This design comes from an exercise in tuning for small area on the open sky130 flow, not from production work. RTL that was checked went through simulation tests only; none was proved equivalent to the original. The clock input has no modelled driver; a real chip could not lean on it and would need a root buffer or a full tree. Power is estimated from default activity; no workload was simulated.

==> flow/design.v (excerpt) <==
module alu_fpga_top (
    input  logic        clk,
    input  logic        btnC,
    input  logic        btnU,
    input  logic        btnD,
    input  logic        btnL,
    input  logic [15:0] sw,
    output logic [15:0] led
);
Size in the first run: about 390 cells after synthesis, about 37 I/O pins, roughly 4100 um^2 of cells after synthesis.
clock: 10.0 ns
lec_check: 0
cap_margin: 20
core_margin: 2
core_utilization: 40
slew_margin: 20
standard.sh (not shown) runs the stock make flow with config.mk's settings and CLKGATE_MAP_FILE= SYNTH_SCRIPT=/design/flow/synth_recipe.tcl, a recipe that flattens the netlist after the stock synthesis.
==> flow/flow/run.sh <==
#!/bin/bash
# The standard layout (standard.sh) with these changes:
#  - synthesis maps logic with an area-oriented ABC script and without the
#    full-adder extraction (registers are mapped exactly as in standard.sh),
#  - port buffers use sky130_fd_sc_hd__buf_1,
#  - CTS uses clkbuf_8 and no dummy loads,
#  - non-critical gates are downsized after global routing.
set -euo pipefail
W=$PWD
export MY_ABC_SCRIPT=$W/flow/area.abc
export RECOVER_POWER=100
export BUFFER_PORTS_ARGS="-buffer_cell sky130_fd_sc_hd__buf_1"
export CTS_ARGS="-sink_clustering_enable -repair_clock_nets -dont_use_dummy_load -buf_list sky130_fd_sc_hd__clkbuf_8"
sed -e "s|SYNTH_SCRIPT=[^ ]*|SYNTH_SCRIPT=$W/flow/synth.tcl ADDER_MAP_FILE=|" standard.sh > own.sh
bash own.sh > own_sh.log 2>&1
==> flow/flow/area.abc <==
strash
&get -n
&st
&dc2
&syn3
&dch
&nf -p -F 8 -A 4
&put
topo
==> flow/flow/synth.tcl <==
# synth_recipe.tcl with one change: Yosys's abc runs the area-oriented script
# flow/area.abc instead of ORFS's speed script. Registers are mapped before
# abc, exactly as in the standard synthesis.
proc synth {args} { yosys synth -nofsm -noshare {*}$args }
proc abc {args} {
  set i [lsearch $args -script]
  if {$i >= 0} { lset args [expr {$i+1}] $::env(MY_ABC_SCRIPT) }
  yosys abc {*}$args
}
source $::env(SCRIPTS_DIR)/synth.tcl
# left out here: clear keep_hierarchy, flatten, clean up, hide names made inside functions, write 1_2_yosys.v
The baseline finished with capacitance limit, slew limit left.
Then changed:
--- a/flow/flow/run.sh
+++ b/flow/flow/run.sh
@@ -11,5 +11,5 @@
 export RECOVER_POWER=100
 export BUFFER_PORTS_ARGS="-buffer_cell sky130_fd_sc_hd__buf_1"
-export CTS_ARGS="-sink_clustering_enable -repair_clock_nets -dont_use_dummy_load -buf_list sky130_fd_sc_hd__clkbuf_8"
+export CTS_ARGS="-sink_clustering_enable -repair_clock_nets -dont_use_dummy_load -buf_list sky130_fd_sc_hd__clkbuf_8 -sink_clustering_size 30 -sink_clustering_max_diameter 100"
 sed -e "s|SYNTH_SCRIPT=[^ ]*|SYNTH_SCRIPT=$W/flow/synth.tcl ADDER_MAP_FILE=|" standard.sh > own.sh
 bash own.sh > own_sh.log 2>&1
- CAP_MARGIN: 20 -> 50
- SLEW_MARGIN: 20 -> 50
Effect: The changed run finished but failed the layout checks on capacitance limit, slew limit. Clock-buffer cell count stays the same. First-iteration DRC count goes down by a quarter to a third. Flip-flop and latch count stays the same. Global-route usage goes down by 0.19 points. Routed wire length goes down slightly. Clock power is about the same. Combinational power hardly moves. Synthesized cell count stays the same. Total power goes down slightly. Sequential share of layout area hardly moves.
Then changed:
--- a/flow/flow/run.sh
+++ b/flow/flow/run.sh
@@ -11,5 +11,5 @@
 export RECOVER_POWER=100
 export BUFFER_PORTS_ARGS="-buffer_cell sky130_fd_sc_hd__buf_1"
-export CTS_ARGS="-sink_clustering_enable -repair_clock_nets -dont_use_dummy_load -buf_list sky130_fd_sc_hd__clkbuf_8 -sink_clustering_size 30 -sink_clustering_max_diameter 100"
+export CTS_ARGS="-sink_clustering_enable -repair_clock_nets -dont_use_dummy_load -buf_list sky130_fd_sc_hd__clkbuf_8"
 sed -e "s|SYNTH_SCRIPT=[^ ]*|SYNTH_SCRIPT=$W/flow/synth.tcl ADDER_MAP_FILE=|" standard.sh > own.sh
 bash own.sh > own_sh.log 2>&1
After rerunning:
- The new run reached the layout checks and failed them: capacitance limit, slew limit
- die area does not change
- setup slack is unchanged
- count of clock-buffer cells in the layout stays the same
- core utilization stays the same
- cell area stays the same
- global-route usage does not change
- clock skew stays the same
- combinational power hardly moves
- sequential share of layout area does not change
No functional check of the RTL was part of any run of this note.

========
The RTL this note starts from:
==> flow/design.v <==
`timescale 1ns / 1ps
module hack_alu (
    input  logic [15:0] x,
    input  logic [15:0] y,
    input  logic        zx,
    input  logic        nx,
    input  logic        zy,
    input  logic        ny,
    input  logic        f,
    input  logic        no,
    output logic [15:0] out
);
    logic nxe, nye, nxen, nyen;
    alu_xor2 u_nxe (.a(nx), .b(no), .y(nxe));
    alu_xor2 u_nye (.a(ny), .b(no), .y(nye));
    alu_inv  u_nxen (.a(nxe), .y(nxen));
    alu_inv  u_nyen (.a(nye), .y(nyen));
    logic ka1, ka0, kb1, kb0, ka1n, ka0n, kb1n, kb0n;
    alu_xnor2 u_ka1 (.a(nxe), .b(zx), .y(ka1));
    alu_xnor2 u_kb1 (.a(nye), .b(zy), .y(kb1));
    alu_inv   u_ka1n (.a(ka1), .y(ka1n));
    alu_inv   u_kb1n (.a(kb1), .y(kb1n));
    assign ka0 = nxe;
    assign kb0 = nye;
    assign ka0n = nxen;
    assign kb0n = nyen;
    logic k1, k1n, k2, k2n;
    alu_nor2 u_k1n (.a(f), .b(no), .y(k1n));
    alu_inv  u_k1 (.a(k1n), .y(k1));
    alu_inv  u_k2 (.a(f), .y(k2));
    assign k2n = f;
    logic [16:0] cc;   
    assign cc[0] = f & no;
    genvar i;
    for (i = 0; i < 16; i++) begin : bit_
        logic av, bv, pv, gv, sv;
        if (i % 2 == 0) begin : ev
            alu_mux2i ma (.a0(ka0), .a1(ka1), .s(x[i]), .y(av));
            alu_mux2i mb (.a0(kb0), .a1(kb1), .s(y[i]), .y(bv));
            alu_xor2  xp (.a(av), .b(bv), .y(pv));
            alu_nor2  ng (.a(av), .b(bv), .y(gv));
            alu_xor2  xs (.a(pv), .b(cc[i]), .y(sv));
            alu_a22o  oo (.a1(sv), .a2(k1), .b1(gv), .b2(k2), .y(out[i]));
            if (i < 15) begin : cy
                alu_a22oi cn (.a1(pv), .a2(cc[i]), .b1(f), .b2(gv), .y(cc[i+1]));
            end
        end else begin : od
            alu_mux2i ma (.a0(ka0n), .a1(ka1n), .s(x[i]), .y(av));
            alu_mux2i mb (.a0(kb0n), .a1(kb1n), .s(y[i]), .y(bv));
            alu_xnor2 xp (.a(av), .b(bv), .y(pv));
            alu_nand2 ng (.a(av), .b(bv), .y(gv));
            alu_xnor2 xs (.a(pv), .b(cc[i]), .y(sv));
            alu_o22ai oo (.a1(sv), .a2(k1n), .b1(gv), .b2(k2n), .y(out[i]));
            if (i < 15) begin : cy
                alu_o22ai cn (.a1(pv), .a2(cc[i]), .b1(k2), .b2(gv), .y(cc[i+1]));
            end
        end
    end
endmodule
module alu_mux2i (input logic a0, input logic a1, input logic s, output logic y);
    assign y = ~(s ? a1 : a0);
endmodule
module alu_inv (input logic a, output logic y);
    assign y = ~a;
endmodule
module alu_xor2 (input logic a, input logic b, output logic y);
    assign y = a ^ b;
endmodule
module alu_xnor2 (input logic a, input logic b, output logic y);
    assign y = ~(a ^ b);
endmodule
module alu_nor2 (input logic a, input logic b, output logic y);
    assign y = ~(a | b);
endmodule
module alu_nand2 (input logic a, input logic b, output logic y);
    assign y = ~(a & b);
endmodule
module alu_a22o (input logic a1, input logic a2, input logic b1, input logic b2, output logic y);
    assign y = (a1 & a2) | (b1 & b2);
endmodule
module alu_a22oi (input logic a1, input logic a2, input logic b1, input logic b2, output logic y);
    assign y = ~((a1 & a2) | (b1 & b2));
endmodule
module alu_o22ai (input logic a1, input logic a2, input logic b1, input logic b2, output logic y);
    assign y = ~((a1 | a2) & (b1 | b2));
endmodule
`timescale 1ns / 1ps
module button_debouncer (
    input  logic clk,
    input  logic rst,
    input  logic btn_in,
    output logic btn_out
);
    logic sync_0_n, sync_1;
    always_ff @(posedge clk) begin
        if (rst) begin
            sync_0_n <= 1'b1;
            sync_1   <= 1'b0;
        end else begin
            sync_0_n <= ~btn_in;
            sync_1   <= ~sync_0_n;
        end
    end
    localparam logic [16:0] P     = 17'h0AAAA;
    localparam logic [16:0] TERM  = 17'h02E55;
    localparam logic [16:0] TMASK = 17'h1BE7D;
    logic [16:0] q;
    logic [16:0] c;
    logic        debounced_state;
    logic        mismatch, term;
    assign mismatch = sync_1 ^ debounced_state;
    assign c        = q ^ P;
    assign term     = (q & TMASK) == TERM;
    always_ff @(posedge clk) begin
        if (!mismatch || term) q <= '0;
        else                   q <= {c[15:0], c[16] ^ c[10]} ^ P;
    end
    always_ff @(posedge clk) begin
        if (rst)                  debounced_state <= 1'b0;
        else if (mismatch & term) debounced_state <= sync_1;
    end
    logic prev_state;
    always_ff @(posedge clk) begin
        prev_state <= debounced_state;
        if (rst) btn_out <= 1'b0;
        else     btn_out <= debounced_state & ~prev_state;
    end
endmodule
`timescale 1ns / 1ps
module alu_fpga_top (
    input  logic        clk,
    input  logic        btnC,
    input  logic        btnU,
    input  logic        btnD,
    input  logic        btnL,
    input  logic [15:0] sw,
    output logic [15:0] led
);
    logic pulse_load_x, pulse_load_y, pulse_load_ctrl;
    button_debouncer db_u (.clk(clk), .rst(btnC), .btn_in(btnU), .btn_out(pulse_load_x));
    button_debouncer db_d (.clk(clk), .rst(btnC), .btn_in(btnD), .btn_out(pulse_load_y));
    button_debouncer db_l (.clk(clk), .rst(btnC), .btn_in(btnL), .btn_out(pulse_load_ctrl));
    logic [15:0] reg_x, reg_y;
    logic        x_zero, y_zero;
    logic [5:0]  reg_ctrl;
    always_ff @(posedge clk) begin
        if (pulse_load_x) reg_x <= sw;
        if (pulse_load_y) reg_y <= sw;
    end
    always_ff @(posedge clk) begin
        if (btnC) begin
            x_zero   <= 1'b1;
            y_zero   <= 1'b1;
            reg_ctrl <= 6'b101010;
        end else begin
            if (pulse_load_x)    x_zero   <= 1'b0;
            if (pulse_load_y)    y_zero   <= 1'b0;
            if (pulse_load_ctrl) reg_ctrl <= sw[5:0];
        end
    end
    hack_alu u_alu (
        .x   (reg_x),
        .y   (reg_y),
        .zx  (reg_ctrl[5] | x_zero),
        .nx  (reg_ctrl[4]),
        .zy  (reg_ctrl[3] | y_zero),
        .ny  (reg_ctrl[2]),
        .f   (reg_ctrl[1]),
        .no  (reg_ctrl[0]),
        .out (led)
    );
endmodule
export LEC_CHECK = 0
export CAP_MARGIN = 50
export CORE_MARGIN = 2
export CORE_UTILIZATION = 40
export SLEW_MARGIN = 50
create_clock -name core_clock -period 10.0 [get_ports {clk}]
==> flow/flow/run.sh <==
#!/bin/bash
# The standard layout (standard.sh) with these changes:
#  - synthesis maps logic with an area-oriented ABC script, without the
#    full-adder extraction, and keeps the ALU's one-cell modules (alu_*) apart
#    while mapping so each becomes its cell; registers are mapped exactly as
#    in standard.sh, and the netlist is flattened as standard.sh does,
#  - port buffers use sky130_fd_sc_hd__buf_1,
#  - after CTS (clkbuf_8, no dummy loads), flow/clocktree.tcl replaces the
#    clock tree with a root inverter driving 7 balanced clusters of registers
#    through one clkinv_4 each.
set -euo pipefail
W=$PWD
export MY_ABC_SCRIPT=$W/flow/area.abc
export SYNTH_KEEP_MODULES="alu_inv alu_mux2i alu_xor2 alu_xnor2 alu_nor2 alu_nand2 alu_a22o alu_a22oi alu_o22ai"
export BUFFER_PORTS_ARGS="-buffer_cell sky130_fd_sc_hd__buf_1"
export POST_CTS_TCL=$W/flow/clocktree.tcl
export CT_LEAVES=7
export CT_LEAF_CELL=sky130_fd_sc_hd__clkinv_4
export CT_ROOT_CELL=sky130_fd_sc_hd__clkinv_8
export CTS_ARGS="-sink_clustering_enable -repair_clock_nets -dont_use_dummy_load -buf_list sky130_fd_sc_hd__clkbuf_8"
sed -e "s|SYNTH_SCRIPT=[^ ]*|SYNTH_SCRIPT=$W/flow/synth.tcl ADDER_MAP_FILE=|" standard.sh > own.sh
bash own.sh > own_sh.log 2>&1
==> flow/flow/clocktree.tcl <==
# Rebuild the clock tree as two levels of inverters: the clock port drives
# one root inverter, which drives a few leaf inverters, each of which drives
# the clock pins of one cluster of nearby registers (k-means on their
# positions). Replaces the buffers and nets clock_tree_synthesis made.
proc ct_env {name default} {
  if {[info exists ::env($name)] && $::env($name) ne ""} { return $::env($name) }
  return $default
}
set ct_leaves    [ct_env CT_LEAVES 5]
set ct_leaf_cell [ct_env CT_LEAF_CELL sky130_fd_sc_hd__clkinv_8]
set ct_root_cell [ct_env CT_ROOT_CELL sky130_fd_sc_hd__clkinv_8]

set block [ord::get_db_block]
set db [ord::get_db]
set clk_bterm [$block findBTerm clk]
set clk_net [$clk_bterm getNet]

# Clock sinks: the CLK pins of all registers.
set sinks {}
foreach inst [$block getInsts] {
  if {![[$inst getMaster] isSequential]} { continue }
  foreach it [$inst getITerms] {
    if {[[$it getMTerm] getName] eq "CLK"} { lappend sinks $it }
  }
}

# Remove what clock_tree_synthesis built.
set old_nets {}
foreach inst [$block getInsts] {
  set n [$inst getName]
  if {[string match "clkbuf_*" $n] || [string match "clkload*" $n]} {
    foreach it [$inst getITerms] {
      set net [$it getNet]
      if {$net ne "NULL" && $net ne "" && [$net getName] ne [$clk_net getName] && [$net getSigType] eq "CLOCK"} {
        lappend old_nets $net
      }
    }
    odb::dbInst_destroy $inst
  }
}
foreach it $sinks { $it disconnect }
foreach net [lsort -unique $old_nets] {
  if {[llength [$net getITerms]] == 0 && [llength [$net getBTerms]] == 0} { odb::dbNet_destroy $net }
}

# k-means on sink positions.
set pts {}
foreach it $sinks {
  set loc [[$it getInst] getLocation]
  lappend pts [list [lindex $loc 0] [lindex $loc 1]]
}
set n [llength $pts]
set sorted [lsort -integer -index 0 $pts]
set cents {}
for {set k 0} {$k < $ct_leaves} {incr k} {
  lappend cents [lindex $sorted [expr {int(($k + 0.5) * $n / $ct_leaves)}]]
}
set assign [lrepeat $n 0]
for {set iter 0} {$iter < 50} {incr iter} {
  for {set i 0} {$i < $n} {incr i} {
    set p [lindex $pts $i]
    set best 0; set bd 1e30
    for {set k 0} {$k < $ct_leaves} {incr k} {
      set c [lindex $cents $k]
      set d [expr {abs([lindex $p 0] - [lindex $c 0]) + abs([lindex $p 1] - [lindex $c 1])}]
      if {$d < $bd} { set bd $d; set best $k }
    }
    lset assign $i $best
  }
  set newc {}
  for {set k 0} {$k < $ct_leaves} {incr k} {
    set sx 0; set sy 0; set m 0
    for {set i 0} {$i < $n} {incr i} {
      if {[lindex $assign $i] == $k} {
        set p [lindex $pts $i]
        set sx [expr {$sx + [lindex $p 0]}]; set sy [expr {$sy + [lindex $p 1]}]; incr m
      }
    }
    if {$m > 0} { lappend newc [list [expr {$sx / $m}] [expr {$sy / $m}]] } else { lappend newc [lindex $cents $k] }
  }
  set cents $newc
}

# Balance the clusters: reassign registers, nearest first, to leaves with
# room left (at most ceil(n / leaves) + 1 registers each).
set cap [expr {($n + $ct_leaves - 1) / $ct_leaves + 1}]
set pairs {}
for {set i 0} {$i < $n} {incr i} {
  set p [lindex $pts $i]
  for {set k 0} {$k < $ct_leaves} {incr k} {
    set c [lindex $cents $k]
    lappend pairs [list [expr {abs([lindex $p 0] - [lindex $c 0]) + abs([lindex $p 1] - [lindex $c 1])}] $i $k]
  }
}
set pairs [lsort -real -index 0 $pairs]
set done [lrepeat $n 0]
set fill [lrepeat $ct_leaves 0]
foreach pr $pairs {
  lassign $pr d i k
  if {[lindex $done $i] || [lindex $fill $k] >= $cap} { continue }
  lset assign $i $k
  lset done $i 1
  lset fill $k [expr {[lindex $fill $k] + 1}]
}
# Move each leaf to the centre of the registers it got.
set newc {}
for {set k 0} {$k < $ct_leaves} {incr k} {
  set sx 0; set sy 0; set m 0
  for {set i 0} {$i < $n} {incr i} {
    if {[lindex $assign $i] == $k} {
      set p [lindex $pts $i]
      set sx [expr {$sx + [lindex $p 0]}]; set sy [expr {$sy + [lindex $p 1]}]; incr m
    }
  }
  if {$m > 0} { lappend newc [list [expr {$sx / $m}] [expr {$sy / $m}]] } else { lappend newc [lindex $cents $k] }
}
set cents $newc

# Root inverter near the middle of the leaves, leaf inverters at the
# cluster centres.
set rx 0; set ry 0
foreach c $cents { set rx [expr {$rx + [lindex $c 0]}]; set ry [expr {$ry + [lindex $c 1]}] }
set rx [expr {int($rx / $ct_leaves)}]; set ry [expr {int($ry / $ct_leaves)}]

set root_net [odb::dbNet_create $block "clknet_root"]
$root_net setSigType CLOCK
set root [odb::dbInst_create $block [$db findMaster $ct_root_cell] "clkinv_root"]
$root setLocation $rx $ry
$root setPlacementStatus PLACED
[$root findITerm A] connect $clk_net
[$root findITerm Y] connect $root_net

for {set k 0} {$k < $ct_leaves} {incr k} {
  set c [lindex $cents $k]
  set net [odb::dbNet_create $block "clknet_leaf_$k"]
  $net setSigType CLOCK
  set leaf [odb::dbInst_create $block [$db findMaster $ct_leaf_cell] "clkinv_leaf_$k"]
  $leaf setLocation [expr {int([lindex $c 0])}] [expr {int([lindex $c 1])}]
  $leaf setPlacementStatus PLACED
  [$leaf findITerm A] connect $root_net
  [$leaf findITerm Y] connect $net
  for {set i 0} {$i < $n} {incr i} {
    if {[lindex $assign $i] == $k} { [lindex $sinks $i] connect $net }
  }
  puts "clocktree: leaf $k drives [llength [$net getITerms]] pins"
}
global_connect
detailed_placement
check_placement
estimate_parasitics -placement
Scripts as last shown in full above: flow/flow/area.abc, flow/flow/synth.tcl
Edit:
--- a/flow/flow/run.sh
+++ b/flow/flow/run.sh
@@ -9 +9 @@
-#    clock tree with a root inverter driving 7 balanced clusters of registers
+#    clock tree with a root inverter driving 6 balanced clusters of registers
@@ -17 +17 @@
-export CT_LEAVES=7
+export CT_LEAVES=6
CAP_MARGIN = 20   (was 50)
CORE_UTILIZATION = 60   (was 40)
GPL_TIMING_DRIVEN = 0   (was unset)
SLEW_MARGIN = 20   (was 50)
- power is lower by 1.5%
- wire length is lower by 5.7%
- sequential share of layout area is higher by 1.4 points
- clock power is lower by about 6%
- combinational power barely changes
- final cell count is lower by 11%
- design area is lower by 2.6%
- synthesized cell count stays the same
Edit:
--- a/flow/flow/run.sh
+++ b/flow/flow/run.sh
@@ -9 +9 @@
-#    clock tree with a root inverter driving 6 balanced clusters of registers
+#    clock tree with a root inverter driving 7 balanced clusters of registers
@@ -17 +17 @@
-export CT_LEAVES=6
+export CT_LEAVES=7
@@ -19 +19 @@
-export CT_ROOT_CELL=sky130_fd_sc_hd__clkinv_8
+export CT_ROOT_CELL=sky130_fd_sc_hd__clkinv_4
CORE_UTILIZATION = 40   (was 60)
Outcome: The changed run ran to the end with no violations. Final cell count came out higher by 12%. Hold slack is about the same. Worst setup slack gets worse by 0.17 ns. Wire length came out higher by 4.1%. Die area rises by 47%. Final area is higher by 1.7%. Combinational power stays flat. Power goes up by 0.50%. Clock skew barely changes. Global-route usage came out lower by 5.7 points. Core utilization is lower by 22 points.
Edit:
--- a/flow/flow/run.sh
+++ b/flow/flow/run.sh
@@ -19 +19 @@
-export CT_ROOT_CELL=sky130_fd_sc_hd__clkinv_4
+export CT_ROOT_CELL=sky130_fd_sc_hd__clkinv_8
GPL_TIMING_DRIVEN = unset   (was 0)
Effect: Clock power is about the same; sequential share of layout area barely changes; die area is unchanged; cell area barely changes; sequential power hardly moves; core utilization stays flat; global-route usage is about the same; synthesized area is unchanged; wire length went up by 0.78%; critical path depth stays the same; worst setup slack gets better by 0.62 ns.
Edit:
--- a/flow/flow/run.sh
+++ b/flow/flow/run.sh
@@ -19 +19 @@
-export CT_ROOT_CELL=sky130_fd_sc_hd__clkinv_8
+export CT_ROOT_CELL=sky130_fd_sc_hd__clkinv_4
CORE_UTILIZATION = 60   (was 40)
GPL_TIMING_DRIVEN = 0   (was unset)
Result: Combinational power barely changes. Die area went down by 32%. Total power went down by 0.57%. Final area went down by 1.8%. Worst setup slack degrades by 0.53 ns. Area after synthesis does not change. Sequential share of layout area went up by 1.0 points.
Edit:
--- a/flow/flow/run.sh
+++ b/flow/flow/run.sh
@@ -19 +19 @@
-export CT_ROOT_CELL=sky130_fd_sc_hd__clkinv_4
+export CT_ROOT_CELL=sky130_fd_sc_hd__clkinv_8
CORE_UTILIZATION = 40   (was 60)
The changed run completed with no timing, DRC or antenna violations.
Total power rises by 0.49%.
Sequential share of layout area goes down by 1.0 points.
Global-route usage is lower by 5.7 points.
No run of this note takes its clock network from TritonCTS; it comes from the design's own scripts or RTL.

## static timing again, ports no longer ideal
The flow's constraints put no driver on any port. The routed layouts listed below were extracted and timed again, unchanged, in two steps. Step 1: set_driving_cell puts a clkbuf_16 on clk and a buf_2 on each other input, an assumption about the parent block. Step 2 times the ports against the registers' clock, not the clock port: input delays grow and output delays shrink by t, the midpoint of the rising clock arrivals with the driver on. Slacks: ideal / step 1 / step 2; pairs: ideal / step 1.
run	t, ns	slack for setup (ns)	worst data-port slew with drivers (ns)	cell pins on the clock port's net
the first run of note 1	0.386	1.858 / 1.827 / 2.213	0.06	1
the second run of note 1	0.374	1.867 / 1.834 / 2.209	0.06	1
the third run of note 1	0.374	1.867 / 1.834 / 2.209	0.06	1
the first run of note 2	0.258	2.184 / 2.132 / 2.390	0.05	1
the second run of note 2	0.257	1.261 / 1.210 / 1.467	0.04	1
the third run of note 2	0.344	1.091 / 1.055 / 1.398	0.05	1
the fourth run of note 2	0.251	1.711 / 1.661 / 1.912	0.05	1
the fifth run of note 2	0.335	1.180 / 1.144 / 1.479	0.04	1
the sixth run of note 2	0.256	1.213 / 1.165 / 1.421	0.05	1
